Background: an optimization exercise with open tools, aiming at a short achievable clock period and few clock cycles. Do not read the settings as production practice.
The RTL was checked by simulation tests, not by an equivalence proof against the original design.
No activity file was given, so power comes from the tool's default toggle rates.

==> flow/design.v (outline; a module is shown in full before it is edited, if it fits) <==
// module alu16: 63 lines
// module alu8: 165 lines
// module sync_reset: 13 lines
// module z80: 153 lines
// module add_rel: 48 lines
// module z80_step: 728 lines
module z80(
    clk,
    reset_external,
    halt,
    bdos_trap,
    mem_addr,
    mem_we,
    mem_wdata,
    mem_rdata,
    io_addr,
    io_we,
    io_wdata,
    io_rdata
    );
  // ...
==> flow/flow/run.sh <==
#!/bin/bash
# The standard layout, with the timing repair asked to aim for more setup
# slack than the flow settings allow, so that it keeps improving the critical
# paths. The constraints (clock period, I/O delays, loads) are the standard flow's own.
set -euo pipefail
MARGIN=${SETUP_MARGIN:-11}
sed "s/\"\\\${@:-finish}\"/SETUP_SLACK_MARGIN=$MARGIN \"\${@:-finish}\"/" standard.sh > standard_margin.sh
grep -q "SETUP_SLACK_MARGIN=$MARGIN" standard_margin.sh
bash standard_margin.sh > flow_make.log 2>&1
test -f out/final.def
==> flow/standard.sh <==
#!/bin/bash
# synth_recipe.tcl (not shown) runs the flow's synth.tcl, then flattens the netlist and writes it again
# the make line also repeats each setting of config.mk as NAME=value (left out here)
make -C /OpenROAD-flow-scripts/flow DESIGN_CONFIG=/design/flow/config.mk WORK_HOME=/design/flow/orfs CLKGATE_MAP_FILE= SYNTH_SCRIPT=/design/flow/synth_recipe.tcl "${@:-finish}"
==> flow/config.mk <==
export PLATFORM = sky130hd
export DESIGN_NAME = z80
export DESIGN_NICKNAME = z80
export VERILOG_FILES = /design/flow/design.v
export SDC_FILE = /design/flow/constraint.sdc
export NUM_CORES = 4
export LEC_CHECK = 0
export CAP_MARGIN = 20
export CORE_MARGIN = 2
export CORE_UTILIZATION = 25
export CTS_CLUSTER_DIAMETER = 60
export CTS_CLUSTER_SIZE = 12
export GPL_ROUTABILITY_DRIVEN = 1
export SLEW_MARGIN = 20
export SYNTH_MEMORY_MAX_BITS = 1048576
==> flow/constraint.sdc <==
create_clock -name core_clock -period 16.0 [get_ports {clk}]
set_input_delay 3.2000 -clock core_clock [delete_from_list [all_inputs] [get_ports {clk}]]
set_output_delay 3.2000 -clock core_clock [all_outputs]
set_load 0.01 [all_outputs]
==> results.py, run 1 <==
metrics = {
    "synthesis": {
        "ys_seq_area_share_pct": 13.2,
        "synth_fa_ha_area_share_pct": 7.60,
        "synth-simple-area-share_pct": 25.2,
        "synth.most_common_cell": "nand2_1",
    },
    "power": {
        "total_power_mw": 17.8,
        "power.density_nw_per_um2": 291,
        "p_leak_nw": 22.9,
        "powerClk_mw": 1.22,
    },
    "setup_path": {
        "slowest_stage": "dfxtp_4",
    },
    "clock_tree": {
        "clk_pin_slew_worst_paths_ns": 0.06,
        "htree_num_levels": 2,
        "post-cts-setup-buffer-count": 355,
        "clk_latency_ns": 0.76,
    },
    "global_route": {
        "grt_use_met1_pct": 47.6,
        "grt.overflow.total": 0,
        "grtUsageMet2_pct": 54.5,
    },
    "detailed_routing": {
        "drc": 0,
        "vias": 66400,
    },
    "run_status": {
        "status": "finished clean",
    },
    "sta": {
        "drv_slew": 0,
        "slew_headroom_pct": 11.1,
    },
    "place": {
        "dpl_cell_area_um2": 47800,
    },
    "layout": {
        "num-nonclk-buffers": 989,
        "stdcell_count": 9263,
        "multi_input_area_um2": 39400,
    },
    "die": {
        "start_util_pct": 25.1,
    },
}
Testbench counts, summed over its fixed seeds: cycles 150,602.
==> module z80, before the edit <==
module z80(
    clk,
    reset_external,
    halt,
    bdos_trap,
    mem_addr,
    mem_we,
    mem_wdata,
    mem_rdata,
    io_addr,
    io_we,
    io_wdata,
    io_rdata
    );
input wire clk;
input wire reset_external;
output reg halt;
output reg bdos_trap;
output wire [15:0] mem_addr;
output reg mem_we;
output wire [7:0] mem_wdata;
input wire [7:0] mem_rdata;
output wire [7:0] io_addr;
output reg io_we;
output wire [7:0] io_wdata;
input wire [7:0] io_rdata;
wire reset;
sync_reset sync_reset(
  .reset_external(reset_external),
  .clk(clk),
  .reset(reset)
  );
reg [7:0] A, F, B, C, D, E, H, L, RMW;
reg [15:0] IX, IY, SP, SPM, PC, TMP, EA;
reg [7:0] ir;
reg [1:0] pfx, xy;
reg xycb, ddone, tk;
reg [2:0] st;
reg [5:0] alu_op_q;
reg [11:0] asel_q;
reg [2:0] a16_op_q;
reg [11:0] as_q;
reg [15:0] JT;
reg [17:0] ws_q;
reg [1:0] ias_q;
reg [11:0] iws_q;
wire [7:0] A_n, F_n, B_n, C_n, D_n, E_n, H_n, L_n, RMW_n;
wire [15:0] IX_n, IY_n, SP_n, PC_n, TMP_n, EA_n;
wire [7:0] ir_n;
wire [1:0] pfx_n, xy_n;
wire xycb_n, ddone_n, tk_n, halt_n, bdos_n, ldir_n;
wire [2:0] st_n;
wire [15:0] spm_n;
assign mem_addr =
    ({16{as_q[0]}} & PC) | ({16{as_q[1]}} & {H, L}) | ({16{as_q[2]}} & {B, C}) | ({16{as_q[3]}} & {D, E}) |
    ({16{as_q[4]}} & SP) | ({16{as_q[5]}} & SPM) | ({16{as_q[6]}} & TMP) | ({16{as_q[7]}} & EA) |
    ({16{as_q[8]}} & IX) | ({16{as_q[9]}} & IY) | ({16{as_q[10]}} & {10'b0, ir[5:3], 3'b0}) |
    ({16{as_q[11]}} & JT);
assign mem_wdata =
    ({8{ws_q[0]}} & A) | ({8{ws_q[1]}} & B) | ({8{ws_q[2]}} & C) | ({8{ws_q[3]}} & D) |
    ({8{ws_q[4]}} & E) | ({8{ws_q[5]}} & H) | ({8{ws_q[6]}} & L) | ({8{ws_q[7]}} & IX[15:8]) |
    ({8{ws_q[8]}} & IX[7:0]) | ({8{ws_q[9]}} & IY[15:8]) | ({8{ws_q[10]}} & IY[7:0]) | ({8{ws_q[11]}} & F) |
    ({8{ws_q[12]}} & TMP[7:0]) | ({8{ws_q[13]}} & PC[15:8]) | ({8{ws_q[14]}} & PC[7:0]) |
    ({8{ws_q[15]}} & SP[15:8]) | ({8{ws_q[16]}} & SP[7:0]) | ({8{ws_q[17]}} & RMW);
assign io_addr = ({8{ias_q[0]}} & C) | ({8{ias_q[1]}} & TMP[7:0]);
assign io_wdata =
    ({8{iws_q[0]}} & A) | ({8{iws_q[1]}} & B) | ({8{iws_q[2]}} & C) | ({8{iws_q[3]}} & D) |
    ({8{iws_q[4]}} & E) | ({8{iws_q[5]}} & H) | ({8{iws_q[6]}} & L) | ({8{iws_q[7]}} & IX[15:8]) |
    ({8{iws_q[8]}} & IX[7:0]) | ({8{iws_q[9]}} & IY[15:8]) | ({8{iws_q[10]}} & IY[7:0]) | ({8{iws_q[11]}} & TMP[7:0]);
z80_step #(.USEQ(1)) cur (
  .alu_op_q(alu_op_q), .asel_q(asel_q), .a16_op_q(a16_op_q), .alu_op_d(), .asel_d(), .a16_op_d(),
  .TMPx_n(), .EAx_n(), .jrb_n(), .eab_n(), .rel_o(rel_o), .ea_o(),
  .as_(), .JT(JT), .ws_(), .ias_(), .iws_(), .RMW(RMW), .RMW_n(RMW_n), .SPM_n(spm_n),
  .A(A), .F(F), .B(B), .C(C), .D(D), .E(E), .H(H), .L(L),
  .IX(IX), .IY(IY), .SP(SP), .PC(PC), .TMP(TMP), .EA(EA),
  .ir(ir), .ir_rmw(ir), .pfx(pfx), .xy(xy), .xycb(xycb), .ddone(ddone), .tk(tk), .st(st), .halt(halt),
  .din(mem_rdata), .iodin(io_rdata), .ma_cur(mem_addr),
  .A_n(A_n), .F_n(F_n), .B_n(B_n), .C_n(C_n), .D_n(D_n), .E_n(E_n), .H_n(H_n), .L_n(L_n),
  .IX_n(IX_n), .IY_n(IY_n), .SP_n(SP_n), .PC_n(PC_n), .TMP_n(TMP_n), .EA_n(EA_n),
  .ir_n(ir_n), .pfx_n(pfx_n), .xy_n(xy_n), .xycb_n(xycb_n), .ddone_n(ddone_n), .tk_n(tk_n),
  .st_n(st_n), .halt_n(halt_n), .bdos_n(bdos_n), .ldir_n(ldir_n),
  .mem_addr(), .mem_we(), .mem_wdata(), .io_addr(), .io_we(), .io_wdata()
  );
wire [5:0] alu_op_a, alu_op_b;
wire [11:0] asel_a, asel_b;
wire [2:0] a16_op_a, a16_op_b;
wire [11:0] as_a, as_b;
wire [15:0] rel_o;
wire [17:0] ws_a, ws_b;
wire [1:0] ias_a, ias_b;
wire [11:0] iws_a, iws_b;
wire we_a, we_b, iowe_a, iowe_b;
z80_step nxa (
  .alu_op_q(6'd0), .asel_q(12'd0), .a16_op_q(3'd0), .alu_op_d(alu_op_a), .asel_d(asel_a), .a16_op_d(a16_op_a),
  .TMPx_n(), .EAx_n(), .jrb_n(), .eab_n(), .rel_o(), .ea_o(),
  .as_(as_a), .JT(16'h0000), .ws_(ws_a), .ias_(ias_a), .iws_(iws_a), .RMW(8'h00), .RMW_n(), .SPM_n(),
  .A(8'h00), .F(8'h00), .B(8'h00), .C(8'h00), .D(8'h00), .E(8'h00), .H(8'h00), .L(8'h00),
  .IX(16'h0000), .IY(16'h0000), .SP(16'h0000), .PC(16'h0000), .TMP(16'h0000), .EA(16'h0000),
  .ir(ir), .ir_rmw(ir), .pfx(pfx), .xy(xy), .xycb(xycb), .ddone(ddone_n), .tk(tk_n), .st(st_n), .halt(halt),
  .din(8'h00), .iodin(8'h00), .ma_cur(16'h0000),
  .A_n(), .F_n(), .B_n(), .C_n(), .D_n(), .E_n(), .H_n(), .L_n(),
  .IX_n(), .IY_n(), .SP_n(), .PC_n(), .TMP_n(), .EA_n(),
  .ir_n(), .pfx_n(), .xy_n(), .xycb_n(), .ddone_n(), .tk_n(),
  .st_n(), .halt_n(), .bdos_n(), .ldir_n(),
  .mem_addr(), .mem_we(we_a), .mem_wdata(), .io_addr(), .io_we(iowe_a), .io_wdata()
  );
z80_step nxb (
  .alu_op_q(6'd0), .asel_q(12'd0), .a16_op_q(3'd0), .alu_op_d(alu_op_b), .asel_d(asel_b), .a16_op_d(a16_op_b),
  .TMPx_n(), .EAx_n(), .jrb_n(), .eab_n(), .rel_o(), .ea_o(),
  .as_(as_b), .JT(16'h0000), .ws_(ws_b), .ias_(ias_b), .iws_(iws_b), .RMW(8'h00), .RMW_n(), .SPM_n(),
  .A(8'h00), .F(8'h00), .B(8'h00), .C(8'h00), .D(8'h00), .E(8'h00), .H(8'h00), .L(8'h00),
  .IX(16'h0000), .IY(16'h0000), .SP(16'h0000), .PC(16'h0000), .TMP(16'h0000), .EA(16'h0000),
  .ir(mem_rdata), .ir_rmw(ir), .pfx(pfx_n), .xy(xy_n), .xycb(xycb_n), .ddone(1'b0), .tk(tk_n), .st(3'd0), .halt(1'b0),
  .din(8'h00), .iodin(8'h00), .ma_cur(16'h0000),
  .A_n(), .F_n(), .B_n(), .C_n(), .D_n(), .E_n(), .H_n(), .L_n(),
  .IX_n(), .IY_n(), .SP_n(), .PC_n(), .TMP_n(), .EA_n(),
  .ir_n(), .pfx_n(), .xy_n(), .xycb_n(), .ddone_n(), .tk_n(),
  .st_n(), .halt_n(), .bdos_n(), .ldir_n(),
  .mem_addr(), .mem_we(we_b), .mem_wdata(), .io_addr(), .io_we(iowe_b), .io_wdata()
  );
always @(posedge clk)
begin
  if (reset)
    begin
      A <= 8'hff; F <= 8'hff; B <= 8'hff; C <= 8'hff; D <= 8'hff; E <= 8'hff; H <= 8'hff; L <= 8'hff;
      IX <= 16'hffff; IY <= 16'hffff; SP <= 16'hffff; SPM <= 16'hfffe; PC <= 16'h0000;
      TMP <= 16'h0000; EA <= 16'h0000; RMW <= 8'h00;
      ir <= 8'h00; pfx <= 2'd0; xy <= 2'd0; xycb <= 1'b0; ddone <= 1'b0; tk <= 1'b0;
      st <= 3'd0; halt <= 1'b0; bdos_trap <= 1'b0;
      mem_we <= 1'b0; io_we <= 1'b0;
      alu_op_q <= 6'd0; asel_q <= 12'd1; a16_op_q <= 3'd4;
      as_q <= 12'd1; JT <= 16'h0000; ws_q <= 18'd0; ias_q <= 2'd0; iws_q <= 12'd0;
    end
  else
    begin
      A <= A_n; F <= F_n; B <= B_n; C <= C_n; D <= D_n; E <= E_n; H <= H_n; L <= L_n;
      IX <= IX_n; IY <= IY_n; SP <= SP_n; SPM <= spm_n; PC <= PC_n;
      TMP <= TMP_n; EA <= EA_n; RMW <= RMW_n;
      ir <= ir_n; pfx <= pfx_n; xy <= xy_n; xycb <= xycb_n; ddone <= ddone_n; tk <= tk_n;
      st <= st_n; halt <= halt_n; bdos_trap <= bdos_n;
      mem_we <= ldir_n ? we_b : we_a;
      io_we <= ldir_n ? iowe_b : iowe_a;
      alu_op_q <= ldir_n ? alu_op_b : alu_op_a;
      asel_q <= ldir_n ? asel_b : asel_a;
      a16_op_q <= ldir_n ? a16_op_b : a16_op_a;
      as_q <= ldir_n ? as_b : as_a;
      JT <= rel_o;
      ws_q <= ldir_n ? ws_b : ws_a;
      ias_q <= ldir_n ? ias_b : ias_a;
      iws_q <= ldir_n ? iws_b : iws_a;
    end
end
endmodule
==> module z80_step, before the edit <==
module z80_step #(parameter USEQ = 0) (
    input wire [5:0] alu_op_q,
    input wire [11:0] asel_q,
    input wire [2:0] a16_op_q,
    output wire [5:0] alu_op_d,
    output reg [11:0] asel_d,
    output wire [2:0] a16_op_d,
    output reg [15:0] TMPx_n, EAx_n,    
    output reg jrb_n, eab_n,            
    output wire [15:0] rel_o, ea_o,
    output reg [11:0] as_,         
    input wire [15:0] JT,
    output reg [17:0] ws_,         
    output reg [1:0] ias_,         
    output reg [11:0] iws_,        
    input wire [7:0] RMW,
    output reg [7:0] RMW_n,
    output wire [15:0] SPM_n,
    input wire [7:0] A, F, B, C, D, E, H, L,
    input wire [15:0] IX, IY, SP, PC, TMP, EA,
    input wire [7:0] ir,
    input wire [7:0] ir_rmw,
    input wire [1:0] pfx,
    input wire [1:0] xy,
    input wire xycb, ddone, tk,
    input wire [2:0] st,
    input wire halt,
    input wire [7:0] din,
    input wire [7:0] iodin,
    input wire [15:0] ma_cur,
    output reg [7:0] A_n, F_n, B_n, C_n, D_n, E_n, H_n, L_n,
    output reg [15:0] IX_n, IY_n, SP_n, PC_n, TMP_n, EA_n,
    output reg [7:0] ir_n,
    output reg [1:0] pfx_n, xy_n,
    output reg xycb_n, ddone_n, tk_n, halt_n, bdos_n, ldir_n,
    output reg [2:0] st_n,
    output reg [15:0] mem_addr,
    output reg mem_we,
    output reg [7:0] mem_wdata,
    output reg [7:0] io_addr,
    output reg io_we,
    output reg [7:0] io_wdata
    );
function [15:0] inc16;     
  input [15:0] x;
  integer i;
  begin
    for (i = 0; i < 16; i = i + 1) inc16[i] = x[i] ^ (&(x | ~((16'd1 << i) - 16'd1)));
  end
endfunction
function [15:0] dec16;
  input [15:0] x;
  integer i;
  begin
    for (i = 0; i < 16; i = i + 1) dec16[i] = x[i] ^ (&(~x | ~((16'd1 << i) - 16'd1)));
  end
endfunction
function [8:0] kadd8;     
  input [7:0] x, y;
  input ci;
  reg [7:0] g, p, gg, pp;
  reg [8:0] c;
  integer i, k;
  begin
    g = x & y; p = x ^ y; gg = g; pp = p;
    for (k = 1; k < 8; k = k * 2)
      for (i = 7; i >= k; i = i - 1)
        begin
          gg[i] = gg[i] | (pp[i] & gg[i - k]);
          pp[i] = pp[i] & pp[i - k];
        end
    c[0] = ci;
    for (i = 0; i < 8; i = i + 1) c[i + 1] = gg[i] | (pp[i] & ci);
    kadd8 = {c[8], p ^ c[7:0]};
  end
endfunction
wire [2:0] y = ir[5:3];
wire [2:0] z = ir[2:0];
wire [1:0] p = ir[5:4];
function uses_mhl;
  input [7:0] o;
  begin
    uses_mhl = (o == 8'h34) || (o == 8'h35) || (o == 8'h36) ||
               (o[7:6] == 2'b01 && (o[2:0] == 3'd6 || o[5:3] == 3'd6) && o != 8'h76) ||
               (o[7:6] == 2'b10 && o[2:0] == 3'd6);
  end
endfunction
function cond;
  input [2:0] cc;
  input [7:0] f;
  begin
    case (cc)
      3'd0: cond = !f[6];
      3'd1: cond = f[6];
      3'd2: cond = !f[0];
      3'd3: cond = f[0];
      3'd4: cond = !f[2];
      3'd5: cond = f[2];
      3'd6: cond = !f[7];
      default: cond = f[7];
    endcase
  end
endfunction
wire mhl = (pfx == 2'd0) && uses_mhl(ir);
wire xyr = (xy != 2'd0) && !mhl;
wire [15:0] BC = {B, C};
wire [15:0] DE = {D, E};
wire [15:0] HL = {H, L};
wire [15:0] IXY = (xy == 2'd1) ? IX : IY;
wire [15:0] HLx = (xy == 2'd0) ? HL : IXY;
wire [7:0] Hx = xyr ? IXY[15:8] : H;
wire [7:0] Lx = xyr ? IXY[7:0] : L;
wire [15:0] MHL = (xy == 2'd0) ? HL : EA;
localparam [11:0] ASPC = 12'd1, ASHL = 12'd2, ASBC = 12'd4, ASDE = 12'd8, ASSP = 12'd16, ASSPM = 12'd32,
                  ASTMP = 12'd64, ASEA = 12'd128, ASIX = 12'd256, ASIY = 12'd512, ASVEC = 12'd1024, ASJT = 12'd2048;
localparam [17:0] WSA = 18'd1, WSB = 18'd2, WSC = 18'd4, WSD = 18'd8, WSE = 18'd16, WSH = 18'd32, WSL = 18'd64,
                  WSXH = 18'd128, WSXL = 18'd256, WSYH = 18'd512, WSYL = 18'd1024, WSF = 18'd2048,
                  WSTL = 18'd4096, WSPCH = 18'd8192, WSPCL = 18'd16384, WSSPH = 18'd32768, WSSPL = 18'd65536,
                  WSRMW = 18'd131072;
localparam [1:0] IAC = 2'd1, IATL = 2'd2;
localparam [11:0] IWA = 12'd1, IWB = 12'd2, IWC = 12'd4, IWD = 12'd8, IWE = 12'd16, IWH = 12'd32, IWL = 12'd64,
                  IWXH = 12'd128, IWXL = 12'd256, IWYH = 12'd512, IWYL = 12'd1024, IWTL = 12'd2048;
reg [11:0] fas;
wire [11:0] ASMHL = (xy == 2'd0) ? ASHL : ASEA;
wire [11:0] ASHLX = (xy == 2'd0) ? ASHL : (xy == 2'd1) ? ASIX : ASIY;
wire [17:0] WSHLXL = (xy == 2'd0) ? WSL : (xy == 2'd1) ? WSXL : WSYL;
wire [17:0] WSHLXH = (xy == 2'd0) ? WSH : (xy == 2'd1) ? WSXH : WSYH;
reg [17:0] wsr8z, wsrrqh, wsrrql, wsrrph, wsrrpl;
reg [11:0] iwr8y;
always @(*)
begin
  case (z)
    3'd0: wsr8z = WSB;
    3'd1: wsr8z = WSC;
    3'd2: wsr8z = WSD;
    3'd3: wsr8z = WSE;
    3'd4: wsr8z = !xyr ? WSH : (xy == 2'd1) ? WSXH : WSYH;
    3'd5: wsr8z = !xyr ? WSL : (xy == 2'd1) ? WSXL : WSYL;
    3'd6: wsr8z = 18'd0;
    default: wsr8z = WSA;
  endcase
  case (y)
    3'd0: iwr8y = IWB;
    3'd1: iwr8y = IWC;
    3'd2: iwr8y = IWD;
    3'd3: iwr8y = IWE;
    3'd4: iwr8y = !xyr ? IWH : (xy == 2'd1) ? IWXH : IWYH;
    3'd5: iwr8y = !xyr ? IWL : (xy == 2'd1) ? IWXL : IWYL;
    3'd6: iwr8y = 12'd0;
    default: iwr8y = IWA;
  endcase
  case (p)
    2'd0: begin wsrrqh = WSB; wsrrql = WSC; wsrrph = WSB; wsrrpl = WSC; end
    2'd1: begin wsrrqh = WSD; wsrrql = WSE; wsrrph = WSD; wsrrpl = WSE; end
    2'd2: begin wsrrqh = WSHLXH; wsrrql = WSHLXL; wsrrph = WSHLXH; wsrrpl = WSHLXL; end
    default: begin wsrrqh = WSA; wsrrql = WSF; wsrrph = WSSPH; wsrrpl = WSSPL; end
  endcase
end
reg [7:0] rmw_din;
always @(*)
begin
  if (pfx == 2'd1)
    case (ir[7:6])
      2'b00:
        case (y)
          3'd0: rmw_din = {din[6:0], din[7]};
          3'd1: rmw_din = {din[0], din[7:1]};
          3'd2: rmw_din = {din[6:0], F[0]};
          3'd3: rmw_din = {F[0], din[7:1]};
          3'd4: rmw_din = {din[6:0], 1'b0};
          3'd5: rmw_din = {din[7], din[7:1]};
          3'd6: rmw_din = {din[6:0], 1'b1};
          default: rmw_din = {1'b0, din[7:1]};
        endcase
      2'b10: rmw_din = din & ~(8'd1 << y);
      2'b11: rmw_din = din | (8'd1 << y);
      default: rmw_din = din;
    endcase
  else if (pfx == 2'd2)
    rmw_din = ir[3] ? {din[3:0], A[3:0]} : {A[3:0], din[7:4]};
  else
    rmw_din = ir[0] ? din - 8'd1 : din + 8'd1;
end
reg [7:0] r8z, r8y;
always @(*)
begin
  case (z)
    3'd0: r8z = B;
    3'd1: r8z = C;
    3'd2: r8z = D;
    3'd3: r8z = E;
    3'd4: r8z = Hx;
    3'd5: r8z = Lx;
    3'd6: r8z = 8'h00;
    default: r8z = A;
  endcase
  case (y)
    3'd0: r8y = B;
    3'd1: r8y = C;
    3'd2: r8y = D;
    3'd3: r8y = E;
    3'd4: r8y = Hx;
    3'd5: r8y = Lx;
    3'd6: r8y = 8'h00;
    default: r8y = A;
  endcase
end
reg [15:0] rrp, rrq;
always @(*)
begin
  case (p)
    2'd0: begin rrp = BC; rrq = BC; end
    2'd1: begin rrp = DE; rrq = DE; end
    2'd2: begin rrp = HLx; rrq = HLx; end
    default: begin rrp = SP; rrq = {A, F}; end
  endcase
end
reg [5:0] alu_op;
reg [1:0] argc;      
wire [7:0] alu_out, alu_f;
assign alu_op_d = alu_op;
wire [2:0] argr = (argc == 2'd1) ? y : z;
always @(*)
begin
  asel_d = 12'd0;
  if (argc == 2'd2) asel_d[11] = 1'b1;
  else
    case (argr)
      3'd0: asel_d[0] = 1'b1;
      3'd1: asel_d[1] = 1'b1;
      3'd2: asel_d[2] = 1'b1;
      3'd3: asel_d[3] = 1'b1;
      3'd4: if (!xyr) asel_d[4] = 1'b1; else if (xy == 2'd1) asel_d[6] = 1'b1; else asel_d[8] = 1'b1;
      3'd5: if (!xyr) asel_d[5] = 1'b1; else if (xy == 2'd1) asel_d[7] = 1'b1; else asel_d[9] = 1'b1;
      3'd7: asel_d[10] = 1'b1;
      default: ;
    endcase
end
wire [11:0] asel_u = USEQ ? asel_q : asel_d;
wire [7:0] alu_arg =
    ({8{asel_u[0]}} & B) | ({8{asel_u[1]}} & C) | ({8{asel_u[2]}} & D) | ({8{asel_u[3]}} & E) |
    ({8{asel_u[4]}} & H) | ({8{asel_u[5]}} & L) | ({8{asel_u[6]}} & IX[15:8]) | ({8{asel_u[7]}} & IX[7:0]) |
    ({8{asel_u[8]}} & IY[15:8]) | ({8{asel_u[9]}} & IY[7:0]) | ({8{asel_u[10]}} & A) | ({8{asel_u[11]}} & TMP[7:0]);
alu8 alu8 (
  .alu8_ain(A),
  .alu8_out(alu_out),
  .alu8_op(USEQ ? alu_op_q : alu_op),
  .alu8_arg(alu_arg),
  .alu8_flags_in(F),
  .alu8_flags_out(alu_f),
  .alu8_bit_sel(y)
  );
reg [2:0] a16_op;
assign a16_op_d = a16_op;
wire [15:0] a16_out;
wire [7:0] a16_f;
alu16 alu16 (
  .alu16_arg1(HLx),
  .alu16_arg2(rrp),
  .alu16_out(a16_out),
  .alu16_op(USEQ ? a16_op_q : a16_op),
  .alu16_flags_in(F),
  .alu16_flags_out(a16_f)
);
wire [15:0] pc1 = inc16(PC);
assign SPM_n = dec16(SP_n);
wire [15:0] sp1 = inc16(SP);
wire [15:0] spm1 = dec16(SP);
wire [15:0] rel_tgt, ea_in;
add_rel add_jr (.base(pc1), .d(din), .sum(rel_tgt));
add_rel add_ea (.base(IXY), .d(din), .sum(ea_in));
wire [7:0] tl = TMP[7:0];
assign rel_o = rel_tgt;
assign ea_o = ea_in;
wire [15:0] bcm1 = dec16(BC);
wire [8:0] bm1_9 = kadd8(B, 8'hff, 1'b0);
wire [7:0] bm1 = bm1_9[7:0];
wire [15:0] hl_step = ir[3] ? dec16(HL) : inc16(HL);
wire [15:0] de_step = ir[3] ? dec16(DE) : inc16(DE);
wire [8:0] ld_n9 = kadd8(tl, A, 1'b0);
wire [7:0] ld_n = ld_n9[7:0];
wire [8:0] cp_r9 = kadd8(A, ~tl, 1'b1);
wire [8:0] cp_t9 = {~cp_r9[8], cp_r9[7:0]};
wire [4:0] cp_t5 = {1'b0, A[3:0]} - {1'b0, tl[3:0]};
wire [8:0] cp_n9 = kadd8(A, ~tl, ~cp_t5[4]);
wire [7:0] cp_n = cp_n9[7:0];
wire [8:0] ini_c9 = kadd8(C, 8'h00, 1'b1);
wire [7:0] ini_c = ini_c9[7:0];    
wire [8:0] ini_k = kadd8(tl, ini_c, 1'b0);
wire [8:0] out_k = kadd8(tl, L, 1'b0);
wire [7:0] decb_f = {bm1[7], bm1 == 8'd0, bm1[5], B[3:0] == 4'd0, bm1[3], B == 8'h80, 1'b1, F[0]};
reg fe;
reg [15:0] fa;
reg [1:0] npfx, nxy;
reg w8;  reg [2:0] w8i;  reg [7:0] w8v;
reg w16; reg [1:0] w16i; reg w16af; reg [15:0] w16v;
always @(*)
begin
  A_n = A; F_n = F; B_n = B; C_n = C; D_n = D; E_n = E; H_n = H; L_n = L;
  IX_n = IX; IY_n = IY; SP_n = SP; PC_n = PC; TMP_n = TMP; EA_n = EA;
  ir_n = ir; pfx_n = pfx; xy_n = xy; xycb_n = xycb; ddone_n = ddone; tk_n = tk;
  halt_n = halt; bdos_n = 1'b0; ldir_n = 1'b0;
  jrb_n = 1'b0; eab_n = 1'b0; TMPx_n = TMP; EAx_n = EA; RMW_n = RMW;
  st_n = st + 3'd1;
  mem_addr = PC; as_ = ASPC; mem_we = 1'b0; mem_wdata = 8'h00; ws_ = 18'd0;
  io_addr = 8'h00; ias_ = 2'd0; io_we = 1'b0; io_wdata = 8'h00; iws_ = 12'd0;
  fe = 1'b0; fa = PC; fas = ASPC; npfx = 2'd0; nxy = 2'd0;
  w8 = 1'b0; w8i = 3'd0; w8v = alu_out;
  w16 = 1'b0; w16i = p; w16af = 1'b0; w16v = TMP;
  alu_op = {3'b0, y}; argc = 2'd0;
  a16_op = 3'd4;
  if (pfx == 2'd0 && xy != 2'd0 && mhl && !ddone)
    begin
      mem_addr = PC; as_ = ASPC; PC_n = pc1; EA_n = ea_in; ddone_n = 1'b1; st_n = st;
      eab_n = (ir != 8'h36);
    end
  else
  case (pfx)
  2'd0:
    casez (ir)
      8'b00_000_000, 8'b00_001_000: fe = 1'b1;             
      8'b00_010_000:                                       
        if (st == 3'd0)
          begin
            mem_addr = PC; as_ = ASPC; PC_n = pc1; B_n = bm1; tk_n = (B != 8'd1); jrb_n = (B != 8'd1);
          end
        else
          begin fe = 1'b1; fa = tk ? JT : PC; fas = (tk ? ASJT : ASPC); end
      8'b00_011_000, 8'b00_1??_000:                        
        if (st == 3'd0)
          begin
            mem_addr = PC; as_ = ASPC; PC_n = pc1;
            tk_n = ir[5] ? cond({1'b0, ir[4:3]}, F) : 1'b1;
            jrb_n = ir[5] ? cond({1'b0, ir[4:3]}, F) : 1'b1;
          end
        else
          begin fe = 1'b1; fa = tk ? JT : PC; fas = (tk ? ASJT : ASPC); end
      8'b00_??0_001:                                       
        case (st)
          3'd0: begin mem_addr = PC; as_ = ASPC; PC_n = pc1; TMP_n[7:0] = din; end
          3'd1: begin mem_addr = PC; as_ = ASPC; PC_n = pc1; TMP_n[15:8] = din; end
          default: begin w16 = 1'b1; w16v = TMP; fe = 1'b1; end
        endcase
      8'b00_??1_001:                                       
        begin a16_op = 3'd4; w16 = 1'b1; w16i = 2'd2; w16v = a16_out; F_n = a16_f; fe = 1'b1; end
      8'b00_0?0_010:                                       
        if (st == 3'd0)
          begin mem_addr = ir[4] ? DE : BC; as_ = (ir[4] ? ASDE : ASBC); mem_we = 1'b1; mem_wdata = A; ws_ = WSA; end
        else fe = 1'b1;
      8'b00_0?1_010:                                       
        if (st == 3'd0)
          begin mem_addr = ir[4] ? DE : BC; as_ = (ir[4] ? ASDE : ASBC); A_n = din; end
        else fe = 1'b1;
      8'b00_1??_010:                                       
        case (st)
          3'd0: begin mem_addr = PC; as_ = ASPC; PC_n = pc1; TMP_n[7:0] = din; end
          3'd1: begin mem_addr = PC; as_ = ASPC; PC_n = pc1; TMP_n[15:8] = din; end
          3'd2:
            begin
              mem_addr = TMP; as_ = ASTMP;
              case (ir[4:3])
                2'b00: begin mem_we = 1'b1; mem_wdata = HLx[7:0]; ws_ = WSHLXL; TMP_n = inc16(TMP); end
                2'b01: begin RMW_n = din; TMP_n = inc16(TMP); end
                2'b10: begin mem_we = 1'b1; mem_wdata = A; ws_ = WSA; st_n = 3'd4; end
                default: begin A_n = din; st_n = 3'd4; end
              endcase
            end
          3'd3:
            begin
              mem_addr = TMP; as_ = ASTMP;
              if (ir[3] == 1'b0)
                begin mem_we = 1'b1; mem_wdata = HLx[15:8]; ws_ = WSHLXH; end
              else
                TMP_n = {din, RMW};
            end
          default:
            begin
              if (ir[4:3] == 2'b01) begin w16 = 1'b1; w16i = 2'd2; w16v = TMP; end
              fe = 1'b1;
            end
        endcase
      8'b00_??0_011:                                       
        begin w16 = 1'b1; w16v = inc16(rrp); fe = 1'b1; end
      8'b00_??1_011:                                       
        begin w16 = 1'b1; w16v = dec16(rrp); fe = 1'b1; end
      8'b00_???_10?:                                       
        begin
          alu_op = ir[0] ? 6'd25 : 6'd24;
          if (y == 3'd6)
            case (st)
              3'd0: begin mem_addr = MHL; as_ = ASMHL; TMP_n[7:0] = din; RMW_n = rmw_din; end
              3'd1: begin argc = 2'd2; mem_addr = MHL; as_ = ASMHL; mem_we = 1'b1; mem_wdata = RMW; ws_ = WSRMW; F_n = alu_f; end
              default: fe = 1'b1;
            endcase
          else
            begin argc = 2'd1; w8 = 1'b1; w8i = y; F_n = alu_f; fe = 1'b1; end
        end
      8'b00_???_110:                                       
        if (y == 3'd6)
          case (st)
            3'd0: begin mem_addr = PC; as_ = ASPC; PC_n = pc1; TMP_n[7:0] = din; end
            3'd1: begin mem_addr = MHL; as_ = ASMHL; mem_we = 1'b1; mem_wdata = tl; ws_ = WSTL; end
            default: fe = 1'b1;
          endcase
        else
          if (st == 3'd0)
            begin mem_addr = PC; as_ = ASPC; PC_n = pc1; w8 = 1'b1; w8i = y; w8v = din; end
          else fe = 1'b1;
      8'b00_???_111:                                       
        begin alu_op = {3'b001, y}; w8 = 1'b1; w8i = 3'd7; F_n = alu_f; fe = 1'b1; end
      8'b01_110_110:                                       
        st_n = st;
      8'b01_???_???:                                       
        if (z == 3'd6)
          if (st == 3'd0)
            begin mem_addr = MHL; as_ = ASMHL; w8 = 1'b1; w8i = y; w8v = din; end
          else fe = 1'b1;
        else if (y == 3'd6)
          if (st == 3'd0)
            begin mem_addr = MHL; as_ = ASMHL; mem_we = 1'b1; mem_wdata = r8z; ws_ = wsr8z; end
          else fe = 1'b1;
        else
          begin w8 = 1'b1; w8i = y; w8v = r8z; fe = 1'b1; end
      8'b10_???_???:                                       
        if (z == 3'd6)
          if (st == 3'd0)
            begin mem_addr = MHL; as_ = ASMHL; TMP_n[7:0] = din; end
          else
            begin argc = 2'd2; w8 = 1'b1; w8i = 3'd7; F_n = alu_f; fe = 1'b1; end
        else
          begin w8 = 1'b1; w8i = 3'd7; F_n = alu_f; fe = 1'b1; end
      8'b11_???_000, 8'b11_001_001:                        
        case (st)
          3'd0:
            begin
              mem_addr = SP; as_ = ASSP; TMP_n[7:0] = din;
              tk_n = ir[0] || cond(y, F);
              if (ir[0] || cond(y, F)) SP_n = sp1;
            end
          3'd1:
            if (tk)
              begin mem_addr = SP; as_ = ASSP; TMP_n[15:8] = din; SP_n = sp1; end
            else fe = 1'b1;
          default: begin fe = 1'b1; fa = TMP; fas = ASTMP; end
        endcase
      8'b11_??0_001:                                       
        case (st)
          3'd0: begin mem_addr = SP; as_ = ASSP; TMP_n[7:0] = din; SP_n = sp1; end
          3'd1: begin mem_addr = SP; as_ = ASSP; TMP_n[15:8] = din; SP_n = sp1; end
          default: begin w16 = 1'b1; w16af = 1'b1; w16v = TMP; fe = 1'b1; end
        endcase
      8'b11_011_001: fe = 1'b1;                            
      8'b11_101_001: begin fe = 1'b1; fa = HLx; fas = ASHLX; end        
      8'b11_111_001: begin SP_n = HLx; fe = 1'b1; end      
      8'b11_???_010, 8'b11_000_011:                        
        case (st)
          3'd0: begin mem_addr = PC; as_ = ASPC; PC_n = pc1; TMP_n[7:0] = din; end
          3'd1: begin mem_addr = PC; as_ = ASPC; PC_n = pc1; TMP_n[15:8] = din; tk_n = ir[0] || cond(y, F); end
          default: begin fe = 1'b1; fa = tk ? TMP : PC; fas = (tk ? ASTMP : ASPC); end
        endcase
      8'b11_001_011:                                       
        if (xy == 2'd0)
          begin fe = 1'b1; npfx = 2'd1; end
        else if (st == 3'd0)
          begin mem_addr = PC; as_ = ASPC; PC_n = pc1; EA_n = ea_in; end
        else
          begin
            mem_addr = PC; as_ = ASPC; PC_n = pc1; ir_n = din; pfx_n = 2'd1; xycb_n = 1'b1; st_n = 3'd0; ldir_n = 1'b1;
          end
      8'b11_010_011:                                       
        if (st == 3'd0)
          begin mem_addr = PC; as_ = ASPC; PC_n = pc1; TMP_n[7:0] = din; end
        else
          begin io_addr = tl; ias_ = IATL; io_we = 1'b1; io_wdata = A; iws_ = IWA; fe = 1'b1; end
      8'b11_011_011:                                       
        if (st == 3'd0)
          begin mem_addr = PC; as_ = ASPC; PC_n = pc1; TMP_n[7:0] = din; end
        else
          begin io_addr = tl; ias_ = IATL; A_n = iodin; fe = 1'b1; end
      8'b11_100_011:                                       
        case (st)
          3'd0: begin mem_addr = SP; as_ = ASSP; TMP_n[7:0] = din; SP_n = sp1; end
          3'd1: begin mem_addr = SP; as_ = ASSP; TMP_n[15:8] = din; SP_n = spm1; end
          3'd2: begin mem_addr = SP; as_ = ASSP; mem_we = 1'b1; mem_wdata = HLx[7:0]; ws_ = WSHLXL; SP_n = sp1; end
          3'd3: begin mem_addr = SP; as_ = ASSP; mem_we = 1'b1; mem_wdata = HLx[15:8]; ws_ = WSHLXH; SP_n = spm1;
                      w16 = 1'b1; w16i = 2'd2; w16v = TMP; end
          default: fe = 1'b1;
        endcase
      8'b11_101_011:                                       
        begin D_n = HLx[15:8]; E_n = HLx[7:0]; w16 = 1'b1; w16i = 2'd2; w16v = DE; fe = 1'b1; end
      8'b11_11?_011: fe = 1'b1;                            
      8'b11_???_100, 8'b11_001_101:                        
        case (st)
          3'd0: begin mem_addr = PC; as_ = ASPC; PC_n = pc1; TMP_n[7:0] = din; end
          3'd1: begin mem_addr = PC; as_ = ASPC; PC_n = pc1; TMP_n[15:8] = din; tk_n = ir[0] || cond(y, F); end
          3'd2:
            if (tk)
              begin mem_addr = spm1; as_ = ASSPM; mem_we = 1'b1; mem_wdata = PC[15:8]; ws_ = WSPCH; SP_n = spm1; end
            else fe = 1'b1;
          3'd3: begin mem_addr = spm1; as_ = ASSPM; mem_we = 1'b1; mem_wdata = PC[7:0]; ws_ = WSPCL; SP_n = spm1; end
          default: begin fe = 1'b1; fa = TMP; fas = ASTMP; end
        endcase
      8'b11_??0_101:                                       
        case (st)
          3'd0: begin mem_addr = spm1; as_ = ASSPM; mem_we = 1'b1; mem_wdata = rrq[15:8]; ws_ = wsrrqh; SP_n = spm1; end
          3'd1: begin mem_addr = spm1; as_ = ASSPM; mem_we = 1'b1; mem_wdata = rrq[7:0]; ws_ = wsrrql; SP_n = spm1; end
          default: fe = 1'b1;
        endcase
      8'b11_011_101: begin fe = 1'b1; nxy = 2'd1; end      
      8'b11_111_101: begin fe = 1'b1; nxy = 2'd2; end      
      8'b11_101_101: begin fe = 1'b1; npfx = 2'd2; end     
      8'b11_???_110:                                       
        if (st == 3'd0)
          begin mem_addr = PC; as_ = ASPC; PC_n = pc1; TMP_n[7:0] = din; end
        else
          begin argc = 2'd2; w8 = 1'b1; w8i = 3'd7; F_n = alu_f; fe = 1'b1; end
      8'b11_111_111: fe = 1'b1;                            
      8'b11_???_111:                                       
        case (st)
          3'd0: begin mem_addr = spm1; as_ = ASSPM; mem_we = 1'b1; mem_wdata = PC[15:8]; ws_ = WSPCH; SP_n = spm1; end
          3'd1: begin mem_addr = spm1; as_ = ASSPM; mem_we = 1'b1; mem_wdata = PC[7:0]; ws_ = WSPCL; SP_n = spm1; end
          default: begin fe = 1'b1; fa = {10'b0, y, 3'b0}; fas = ASVEC; end
        endcase
      default: fe = 1'b1;
    endcase
  2'd1:                                                    
    begin
      case (ir[7:6])
        2'b00: alu_op = {3'b010, y};
        2'b01: alu_op = 6'd26;
        2'b10: alu_op = 6'd27;
        default: alu_op = 6'd28;
      endcase
      if (xycb || z == 3'd6)
        begin
          if (ir[7:6] == 2'b01)
            if (st == 3'd0)
              begin
                mem_addr = xycb ? EA : HL; as_ = (xycb ? ASEA : ASHL);
                F_n = {y == 3'd7 && din[y], !din[y], ma_cur[5], 1'b1, ma_cur[3], !din[y], 1'b0, F[0]};
              end
            else fe = 1'b1;
          else
            case (st)
              3'd0: begin mem_addr = xycb ? EA : HL; as_ = (xycb ? ASEA : ASHL); TMP_n[7:0] = din; RMW_n = rmw_din; end
              3'd1:
                begin
                  argc = 2'd2; mem_addr = xycb ? EA : HL; as_ = (xycb ? ASEA : ASHL); mem_we = 1'b1; mem_wdata = RMW; ws_ = WSRMW; F_n = alu_f;
                  if (z != 3'd6) begin w8 = 1'b1; w8i = z; end
                end
              default: fe = 1'b1;
            endcase
        end
      else
        begin
          F_n = alu_f;
          if (ir[7:6] != 2'b01) begin w8 = 1'b1; w8i = z; end
          fe = 1'b1;
        end
    end
  default:                                                 
    casez (ir)
      8'b01_???_000:                                       
        begin
          io_addr = C; ias_ = IAC; F_n = {iodin[7], iodin == 8'd0, iodin[5], 1'b0, iodin[3], ~^iodin, 1'b0, F[0]};
          if (y != 3'd6) begin w8 = 1'b1; w8i = y; w8v = iodin; end
          fe = 1'b1;
        end
      8'b01_???_001:                                       
        begin io_addr = C; ias_ = IAC; io_we = 1'b1; io_wdata = r8y; iws_ = iwr8y; fe = 1'b1; end
      8'b01_??0_010:                                       
        begin a16_op = 3'd5; w16 = 1'b1; w16i = 2'd2; w16v = a16_out; F_n = a16_f; fe = 1'b1; end
      8'b01_??1_010:                                       
        begin a16_op = 3'd6; w16 = 1'b1; w16i = 2'd2; w16v = a16_out; F_n = a16_f; fe = 1'b1; end
      8'b01_???_011:                                       
        case (st)
          3'd0: begin mem_addr = PC; as_ = ASPC; PC_n = pc1; TMP_n[7:0] = din; end
          3'd1: begin mem_addr = PC; as_ = ASPC; PC_n = pc1; TMP_n[15:8] = din; end
          3'd2:
            begin
              mem_addr = TMP; as_ = ASTMP; TMP_n = inc16(TMP);
              if (ir[3] == 1'b0) begin mem_we = 1'b1; mem_wdata = rrp[7:0]; ws_ = wsrrpl; end
              else RMW_n = din;
            end
          3'd3:
            begin
              mem_addr = TMP; as_ = ASTMP;
              if (ir[3] == 1'b0) begin mem_we = 1'b1; mem_wdata = rrp[15:8]; ws_ = wsrrph; end
              else TMP_n = {din, RMW};
            end
          default:
            begin
              if (ir[3]) begin w16 = 1'b1; w16v = TMP; end
              fe = 1'b1;
            end
        endcase
      8'b01_???_100:                                       
        begin alu_op = 6'd30; w8 = 1'b1; w8i = 3'd7; F_n = alu_f; fe = 1'b1; end
      8'b01_???_101:                                       
        case (st)
          3'd0: begin mem_addr = SP; as_ = ASSP; TMP_n[7:0] = din; SP_n = sp1; tk_n = 1'b1; end
          3'd1: begin mem_addr = SP; as_ = ASSP; TMP_n[15:8] = din; SP_n = sp1; end
          default: begin fe = 1'b1; fa = TMP; fas = ASTMP; end
        endcase
      8'b01_000_111: begin B_n = A; fe = 1'b1; end         
      8'b01_001_111: begin C_n = A; fe = 1'b1; end         
      8'b01_010_111: begin A_n = B; fe = 1'b1; end         
      8'b01_011_111: begin A_n = C; fe = 1'b1; end         
      8'b01_10?_111:                                       
        case (st)
          3'd0: begin mem_addr = HL; as_ = ASHL; TMP_n[7:0] = din; RMW_n = rmw_din; end
          3'd1: begin mem_addr = HL; as_ = ASHL; mem_we = 1'b1; mem_wdata = RMW; ws_ = WSRMW; end
          default: begin argc = 2'd2; alu_op = ir[3] ? 6'd34 : 6'd32; w8 = 1'b1; w8i = 3'd7; F_n = alu_f; fe = 1'b1; end
        endcase
      8'b10_1??_000:                                       
        case (st)
          3'd0: begin mem_addr = HL; as_ = ASHL; TMP_n[7:0] = din; H_n = hl_step[15:8]; L_n = hl_step[7:0]; end
          3'd1:
            begin
              mem_addr = DE; as_ = ASDE; mem_we = 1'b1; mem_wdata = tl; ws_ = WSTL;
              D_n = de_step[15:8]; E_n = de_step[7:0]; B_n = bcm1[15:8]; C_n = bcm1[7:0];
              F_n = {F[7], F[6], ld_n[1], 1'b0, ld_n[3], bcm1 != 16'd0, 1'b0, F[0]};
              st_n = (ir[4] && bcm1 != 16'd0) ? 3'd0 : 3'd2;
            end
          default: fe = 1'b1;
        endcase
      8'b10_1??_001:                                       
        case (st)
          3'd0:
            begin
              mem_addr = HL; as_ = ASHL; TMP_n[7:0] = din; H_n = hl_step[15:8]; L_n = hl_step[7:0];
              B_n = bcm1[15:8]; C_n = bcm1[7:0];
            end
          3'd1:
            begin
              F_n = {cp_t9[7], cp_t9[7:0] == 8'd0, cp_n[1], cp_t5[4], cp_n[3], BC != 16'd0, 1'b1, F[0]};
              mem_addr = HL; as_ = ASHL;
              if (ir[4] && BC != 16'd0 && cp_t9[7:0] != 8'd0)
                begin
                  TMP_n[7:0] = din; H_n = hl_step[15:8]; L_n = hl_step[7:0];
                  B_n = bcm1[15:8]; C_n = bcm1[7:0]; st_n = 3'd1;
                end
              else st_n = 3'd2;
            end
          default: fe = 1'b1;
        endcase
      8'b10_1??_010:                                       
        case (st)
          3'd0: begin io_addr = C; ias_ = IAC; TMP_n[7:0] = iodin; end
          3'd1:
            begin
              mem_addr = HL; as_ = ASHL; mem_we = 1'b1; mem_wdata = tl; ws_ = WSTL; H_n = hl_step[15:8]; L_n = hl_step[7:0];
              B_n = bm1; io_addr = C; ias_ = IAC;
              F_n = {decb_f[7:5], ini_k[8], decb_f[3], ~^((ini_k[7:0] & 8'h07) ^ bm1), tl[7], ini_k[8]};
              if (ir[4] && bm1 != 8'd0)
                begin TMP_n[7:0] = iodin; st_n = 3'd1; end
              else st_n = 3'd2;
            end
          default: fe = 1'b1;
        endcase
      8'b10_1??_011:                                       
        case (st)
          3'd0:
            begin
              mem_addr = HL; as_ = ASHL; TMP_n[7:0] = din; H_n = hl_step[15:8]; L_n = hl_step[7:0];
              tk_n = ir[4] && (B != 8'd1);
            end
          default:
            begin
              io_addr = C; ias_ = IAC; io_we = 1'b1; io_wdata = tl; iws_ = IWTL; B_n = bm1;
              F_n = {decb_f[7:5], out_k[8], decb_f[3], ~^((out_k[7:0] & 8'h07) ^ bm1), tl[7], out_k[8]};
              if (tk)
                begin
                  mem_addr = HL; as_ = ASHL; TMP_n[7:0] = din; H_n = hl_step[15:8]; L_n = hl_step[7:0]; st_n = 3'd1;
                  tk_n = (B != 8'd2);
                end
              else fe = 1'b1;
            end
        endcase
      default: fe = 1'b1;
    endcase
  endcase
  if (w8)
    case (w8i)
      3'd0: B_n = w8v;
      3'd1: C_n = w8v;
      3'd2: D_n = w8v;
      3'd3: E_n = w8v;
      3'd4: if (!xyr) H_n = w8v; else if (xy == 2'd1) IX_n[15:8] = w8v; else IY_n[15:8] = w8v;
      3'd5: if (!xyr) L_n = w8v; else if (xy == 2'd1) IX_n[7:0] = w8v; else IY_n[7:0] = w8v;
      3'd7: A_n = w8v;
      default: ;
    endcase
  if (w16)
    case (w16i)
      2'd0: begin B_n = w16v[15:8]; C_n = w16v[7:0]; end
      2'd1: begin D_n = w16v[15:8]; E_n = w16v[7:0]; end
      2'd2:
        if (xy == 2'd0) begin H_n = w16v[15:8]; L_n = w16v[7:0]; end
        else if (xy == 2'd1) IX_n = w16v;
        else IY_n = w16v;
      default:
        if (w16af) begin A_n = w16v[15:8]; F_n = w16v[7:0]; end
        else SP_n = w16v;
    endcase
  if (!(pfx == 2'd0 && (ir == 8'h10 || ir == 8'h18 || ir[7:5] == 3'b001) && ir[2:0] == 3'd0 && st == 3'd0))
    TMPx_n = TMP_n;
  if (!(pfx == 2'd0 && ((xy != 2'd0 && mhl && !ddone) || (ir == 8'hcb && xy != 2'd0 && st == 3'd0))))
    EAx_n = EA_n;
  if (fe)
    begin
      mem_addr = fa; as_ = fas;
      ir_n = din;
      ldir_n = 1'b1;
      PC_n = inc16(ma_cur);
      st_n = 3'd0;
      pfx_n = npfx;
      xy_n = nxy;
      xycb_n = 1'b0;
      ddone_n = 1'b0;
      if (npfx == 2'd0)
        begin
          if (din == 8'h76) halt_n = 1'b1;
          if (din == 8'hff) bdos_n = 1'b1;
        end
    end
end
endmodule
==> run 2: changes to the inputs <==
--- a/flow/design.v
+++ b/flow/design.v
@@ -301,3 +301,2 @@
     ({16{as_q[4]}} & SP) | ({16{as_q[5]}} & SPM) | ({16{as_q[6]}} & TMP) | ({16{as_q[7]}} & EA) |
-    ({16{as_q[8]}} & IX) | ({16{as_q[9]}} & IY) | ({16{as_q[10]}} & {10'b0, ir[5:3], 3'b0}) |
     ({16{as_q[11]}} & JT);
@@ -306,5 +305,4 @@
     ({8{ws_q[4]}} & E) | ({8{ws_q[5]}} & H) | ({8{ws_q[6]}} & L) | ({8{ws_q[7]}} & IX[15:8]) |
-    ({8{ws_q[8]}} & IX[7:0]) | ({8{ws_q[9]}} & IY[15:8]) | ({8{ws_q[10]}} & IY[7:0]) | ({8{ws_q[11]}} & F) |
-    ({8{ws_q[12]}} & TMP[7:0]) | ({8{ws_q[13]}} & PC[15:8]) | ({8{ws_q[14]}} & PC[7:0]) |
-    ({8{ws_q[15]}} & SP[15:8]) | ({8{ws_q[16]}} & SP[7:0]) | ({8{ws_q[17]}} & RMW);
+    ({8{ws_q[8]}} & IX[7:0]) | ({8{ws_q[9]}} & IY[15:8]) | ({8{ws_q[10]}} & IY[7:0]) |
+    ({8{ws_q[12]}} & TMP[7:0]) | ({8{ws_q[17]}} & RMW);
 assign io_addr = ({8{ias_q[0]}} & C) | ({8{ias_q[1]}} & TMP[7:0]);
@@ -898,3 +896,9 @@
       8'b11_011_001: fe = 1'b1;                            
-      8'b11_101_001: begin fe = 1'b1; fa = HLx; fas = ASHLX; end        
+      8'b11_101_001:                                       
+        if (xy == 2'd0)
+          begin fe = 1'b1; fa = HL; fas = ASHL; end
+        else if (st == 3'd0)
+          TMP_n = IXY;
+        else
+          begin fe = 1'b1; fa = TMP; fas = ASTMP; end
       8'b11_111_001: begin SP_n = HLx; fe = 1'b1; end      
@@ -940,8 +944,8 @@
           3'd0: begin mem_addr = PC; as_ = ASPC; PC_n = pc1; TMP_n[7:0] = din; end
-          3'd1: begin mem_addr = PC; as_ = ASPC; PC_n = pc1; TMP_n[15:8] = din; tk_n = ir[0] || cond(y, F); end
+          3'd1: begin mem_addr = PC; as_ = ASPC; PC_n = pc1; TMP_n[15:8] = din; tk_n = ir[0] || cond(y, F); RMW_n = pc1[15:8]; end
           3'd2:
             if (tk)
-              begin mem_addr = spm1; as_ = ASSPM; mem_we = 1'b1; mem_wdata = PC[15:8]; ws_ = WSPCH; SP_n = spm1; end
+              begin mem_addr = spm1; as_ = ASSPM; mem_we = 1'b1; mem_wdata = RMW; ws_ = WSRMW; SP_n = spm1; RMW_n = PC[7:0]; end
             else fe = 1'b1;
-          3'd3: begin mem_addr = spm1; as_ = ASSPM; mem_we = 1'b1; mem_wdata = PC[7:0]; ws_ = WSPCL; SP_n = spm1; end
+          3'd3: begin mem_addr = spm1; as_ = ASSPM; mem_we = 1'b1; mem_wdata = RMW; ws_ = WSRMW; SP_n = spm1; end
           default: begin fe = 1'b1; fa = TMP; fas = ASTMP; end
@@ -950,4 +954,4 @@
         case (st)
-          3'd0: begin mem_addr = spm1; as_ = ASSPM; mem_we = 1'b1; mem_wdata = rrq[15:8]; ws_ = wsrrqh; SP_n = spm1; end
-          3'd1: begin mem_addr = spm1; as_ = ASSPM; mem_we = 1'b1; mem_wdata = rrq[7:0]; ws_ = wsrrql; SP_n = spm1; end
+          3'd0: begin mem_addr = spm1; as_ = ASSPM; mem_we = 1'b1; mem_wdata = rrq[15:8]; ws_ = wsrrqh; SP_n = spm1; TMP_n[7:0] = F; end
+          3'd1: begin mem_addr = spm1; as_ = ASSPM; mem_we = 1'b1; mem_wdata = rrq[7:0]; ws_ = (p == 2'd3) ? WSTL : wsrrql; SP_n = spm1; end
           default: fe = 1'b1;
@@ -965,5 +969,6 @@
         case (st)
-          3'd0: begin mem_addr = spm1; as_ = ASSPM; mem_we = 1'b1; mem_wdata = PC[15:8]; ws_ = WSPCH; SP_n = spm1; end
-          3'd1: begin mem_addr = spm1; as_ = ASSPM; mem_we = 1'b1; mem_wdata = PC[7:0]; ws_ = WSPCL; SP_n = spm1; end
-          default: begin fe = 1'b1; fa = {10'b0, y, 3'b0}; fas = ASVEC; end
+          3'd0: begin mem_addr = spm1; as_ = ASSPM; mem_we = 1'b1; mem_wdata = RMW; ws_ = WSRMW; SP_n = spm1;
+                      RMW_n = PC[7:0]; TMP_n = {10'b0, y, 3'b0}; end
+          3'd1: begin mem_addr = spm1; as_ = ASSPM; mem_we = 1'b1; mem_wdata = RMW; ws_ = WSRMW; SP_n = spm1; end
+          default: begin fe = 1'b1; fa = TMP; fas = ASTMP; end
         endcase
@@ -1023,3 +1028,3 @@
           3'd0: begin mem_addr = PC; as_ = ASPC; PC_n = pc1; TMP_n[7:0] = din; end
-          3'd1: begin mem_addr = PC; as_ = ASPC; PC_n = pc1; TMP_n[15:8] = din; end
+          3'd1: begin mem_addr = PC; as_ = ASPC; PC_n = pc1; TMP_n[15:8] = din; RMW_n = rrp[7:0]; end
           3'd2:
@@ -1027,3 +1032,3 @@
               mem_addr = TMP; as_ = ASTMP; TMP_n = inc16(TMP);
-              if (ir[3] == 1'b0) begin mem_we = 1'b1; mem_wdata = rrp[7:0]; ws_ = wsrrpl; end
+              if (ir[3] == 1'b0) begin mem_we = 1'b1; mem_wdata = RMW; ws_ = WSRMW; RMW_n = rrp[15:8]; end
               else RMW_n = din;
@@ -1033,3 +1038,3 @@
               mem_addr = TMP; as_ = ASTMP;
-              if (ir[3] == 1'b0) begin mem_we = 1'b1; mem_wdata = rrp[15:8]; ws_ = wsrrph; end
+              if (ir[3] == 1'b0) begin mem_we = 1'b1; mem_wdata = RMW; ws_ = WSRMW; end
               else TMP_n = {din, RMW};
@@ -1161,2 +1166,3 @@
       PC_n = inc16(ma_cur);
+      RMW_n = PC_n[15:8];        
       st_n = 3'd0;
==> run 2 against run 1 <==
Still clean; register-to-register slack lost 0.16 ns; combinational power shrank 7%; non-clock buffer count grew 53; wire length grew 3.0%; power shrank 6.3%; critical endpoint is now mem_wdata[6].
==> results.py, run 2 <==
metrics = {
    "sta": {
        "post-route-period-util_pct": 35.6,
        "setup_viol": 0,
        "hold_viol": 0,
        "fin_worst_skew_ns": 0.0679,
        "slew_headroom_pct": 15.9,
        "fmax_mhz": 176,
        "fin_crit_ns": 5.69,
        "rsz0062_at_grt": "true",
        "tns_ns": 0,
        "tightest_slew_ns": 1.25,
        "drv_slew": 0,
    },
    "detailed_routing": {
        "wl_per_cell_um": 44.1,
        "drc": 0,
        "routed_via_density": 7.12,
        "antenna_left": 0,
        "totalWireLength_mm": 411,
        "drtIter0Drc": 12500,
        "drt-pass1-iter-count": 14,
        "vias": 66300,
    },
    "layout": {
        "drive_above_1_share_pct": 29.4,
        "area_growth_pct": 40.6,
        "final_common_cell": "buf_4",
        "final_cell_mix": "buf_4 (700), nand2_1 (622), nor2_1 (525)",
        "multi_input_area_um2": 39100,
        "fill_cells": 18500,
        "regArea_um2": 5870,
        "final_nets": 7177,
    },
    "synthesis": {
        "yosysTopAreaCell": "dfxtp_1",
        "ys_seq_area_share_pct": 12.9,
        "ys_ff_latch": 279,
        "ys.warnings.count": 7,
        "synth_edf_count": 0,
        "yosys-top-cells-count": "nand2_1 (652), nor2_1 (563), a21oi_1 (490), clkbuf_1 (488), o21ai_0 (455)",
        "synth.most_common_cell": "nand2_1",
        "syn_area_um2": 43500,
        "synth_area_per_cell_um2": 6.78,
        "synth_cell_type_count": 126,
        "synth_async_sr_flop_share_pct": 0.358,
        "syn_nets": 6692,
        "synth_area_leaders": "dfxtp_1 (13%), ha_1 (7.0%), a21oi_1 (5.6%)",
        "synthFlopType": "dfxtp_1",
        "synth_top_area_share_pct": 12.8,
        "synthCells": 6418,
    },
    "clock_tree": {
        "cts_buffers": 53,
        "clockBufferDepth": 3,
        "htree_num_levels": 2,
        "clk_latency_ns": 0.73,
        "clk_pin_slew_worst_paths_ns": 0.07,
        "root_buffer": "clkbuf_16",
        "cts_tree": "done",
        "cts_sinks": 279,
    },
    "run_status": {
        "status": "finished clean",
    },
    "setup_path": {
        "worstPathCellList": "a222oi_1 -> nand3_1 -> buf_6",
        "max_stage_delay_ns": 0.88,
        "critPathCaptureType": "output port",
        "critPathTopFamily": "compound AO/OA/AOI/OAI gates",
        "rrSetupSlack_ns": 10.36,
        "crit_path_max_fanout": 8,
        "cp_num_buf_inv": 1,
        "critPathKind": "reg -> out",
        "start_kind": "register",
        "worstPathRequired_ns": 12.80,
        "slowest_stage": "a222oi_1",
        "critPathArrivalTime_ns": 2.49,
    },
    "die": {
        "design.core.area_um2": 173000,
        "num_rows": 153,
        "die_area_um2": 177000,
        "ios": 62,
        "start_util_pct": 25.1,
        "die_y_um": 421,
        "dieWidth_um": 421,
    },
    "place": {
        "finalWeightedCongestion": 1.08,
        "post-dp-hpwl_mm": 284,
        "port_buffers": 61,
    },
    "power": {
        "total_power_mw": 16.7,
        "p_leak_nw": 23.2,
        "power.density_nw_per_um2": 272,
        "vdd_drop_max_mv": 0.201,
    },
    "run": {
        "cap_violations": 0,
    },
    "global_route": {
        "antenna_found_initial": 50,
        "grt.overflow.total": 0,
        "grt_pass1_vias": 57900,
        "grt_pass1_wl_mm": 534,
        "grt_start_max_net_pins": 58,
        "grt_usage_pct": 43.2,
    },
    "hold_path": {
        "hp-class": "reg -> reg",
    },
}
==> run 2: cell types whose count changed after synthesis, moves of 23 or more <==
cell and delta:
nor4_1 -25, o21ai_0 +35, o211ai_1 +36, nand3_1 +24, clkbuf_1 -26, nand2_1 +42, a22o_1 -23, a21oi_1 -33
==> run 2: path summary, 6_finish.rpt <==
kind,cells past startpoint,end,start
worst max-delay path,3,mem_wdata[6],ws_q[4]
worst min-delay path,2,EA[12],EA[12]
worst max register to register,41,PC[7],as_q[3]
worst min register to register,2,EA[12],EA[12]
max in group asynchronous,2,sync_reset.reset,reset_external
min in group asynchronous,2,sync_reset.reset,reset_external
==> run 2: kinds of logic (layout without fill, tap and decap cells) <==
| kind of cell | Yosys count | count (layout) | share of synthesized area, % |
|---|---|---|---|
| AO/OA/AOI/OAI | 2421 | 2422 | 38.6 |
| buffers and inverters | 833 | 1358 | 7.57 |
| flip-flops | 279 | 279 | 12.9 |
| AND/OR/NAND/NOR | 2240 | 2241 | 25.0 |
| adder cells (fa/ha/maj) | 256 | 256 | 7.55 |
| XOR/XNOR | 242 | 242 | 4.87 |
| multiplexers | 147 | 147 | 3.62 |
| other | 0 | 43 | 0 |
==> run 2: report_power, final <==
part | internal (mW) | leakage (nW) | switching (mW)
clock network | 0.719 | 0.907 | 0.564
registers | 0.866 | 2.31 | 0.346
logic | 5.18 | 20.0 | 8.99
total | 6.77 | 23.2 | 9.90
==> run 2: cell type report <==
cell class	instances	area share, %
inverters	219	1.62
repair buffers	1042	16.9
clock inverters	41	0.869
clock buffers	56	2.19
flip-flops and latches	279	9.59
well taps	2325	4.75
multi-input cells	5308	63.9
diodes	43	0.176
==> run 2: routing by layer <==
layer	track usage [%]	part of all wire (%)	vias to the layer above
met5	0.753	0.15	-
met1	51.1	36	32000
li1	-	-	25500
met2	58.4	38	6658
met3	21.1	16	2131
met4	34.7	11	39
==> run 2: worst reg2reg max path, delay by kind of cell (launching register included) <==
kind            cells  cell delay (ns)
buf+inv            35             3.81
flops               1             0.36
simple gates        1             0.25
xor+xnor            1             0.12
compound gates      4             0.97
==> run 2: per-stage QoR <==
stage / instances / hold slack [ns] / setup slack (ns) / cell area (um^2) / utilization (%)
after floorplan: 6418 / 0.459 / 10.45 / 43800 / -
after global placement: 8544 / 0.470 / 8.49 / 47600 / 27.4
after detailed placement: 8545 / 0.483 / 8.34 / 47600 / 27.4
after CTS: 9022 / 0.503 / 10.34 / 56400 / 32.5
after global routing: 9273 / 0.530 / 10.34 / 61100 / 35.2
final: 9313 / 0.505 / 10.31 / 61200 / 35.3
==> run 2: timing repair <==
item,CTS,global route
pin swaps,175,267
buffers inserted,367,238
cloned,13,7
gates resized for setup,1083,549
hold buffers,0,0
endpoints found under the hold margin,0,0
setup endpoints to repair,297,230
Testbench counts of run 2, summed over its fixed seeds: cycles 150,838.

[afterwards: timing with drivers on the ports]
Ports are ideal in the flow. The routed layouts listed here were re-timed in OpenROAD. Step 1 (the two cells are an assumption about what drives the block):
set clk [get_ports {clk}]
set_driving_cell -lib_cell sky130_fd_sc_hd__clkbuf_16 $clk
set_driving_cell -lib_cell sky130_fd_sc_hd__buf_2 [delete_from_list [all_inputs] $clk]
Step 2 adds t to the input delays and takes it off the output delays; t is the mean of the earliest and latest rising clock arrival at the registers after step 1. Input paths then give back, and output paths get back, about the clock's delay inside the block. Three values: ideal, step 1, step 2; two values: the first two.
run | t, ns | setup slack, ns | worst register clock-pin slew, ns | cell pins on the clock port's net
run 1 | 0.787 | 10.504 / 10.429 / 10.024 | 0.07 / 0.07 | 1
run 2 | 0.782 | 10.308 / 10.222 / 9.909 | 0.07 / 0.07 | 1
After both steps every run listed still meets setup and hold. For run 1, which loses most, drivers alone change the setup slack by -0.075 ns; drivers and shift together by -0.480 ns.
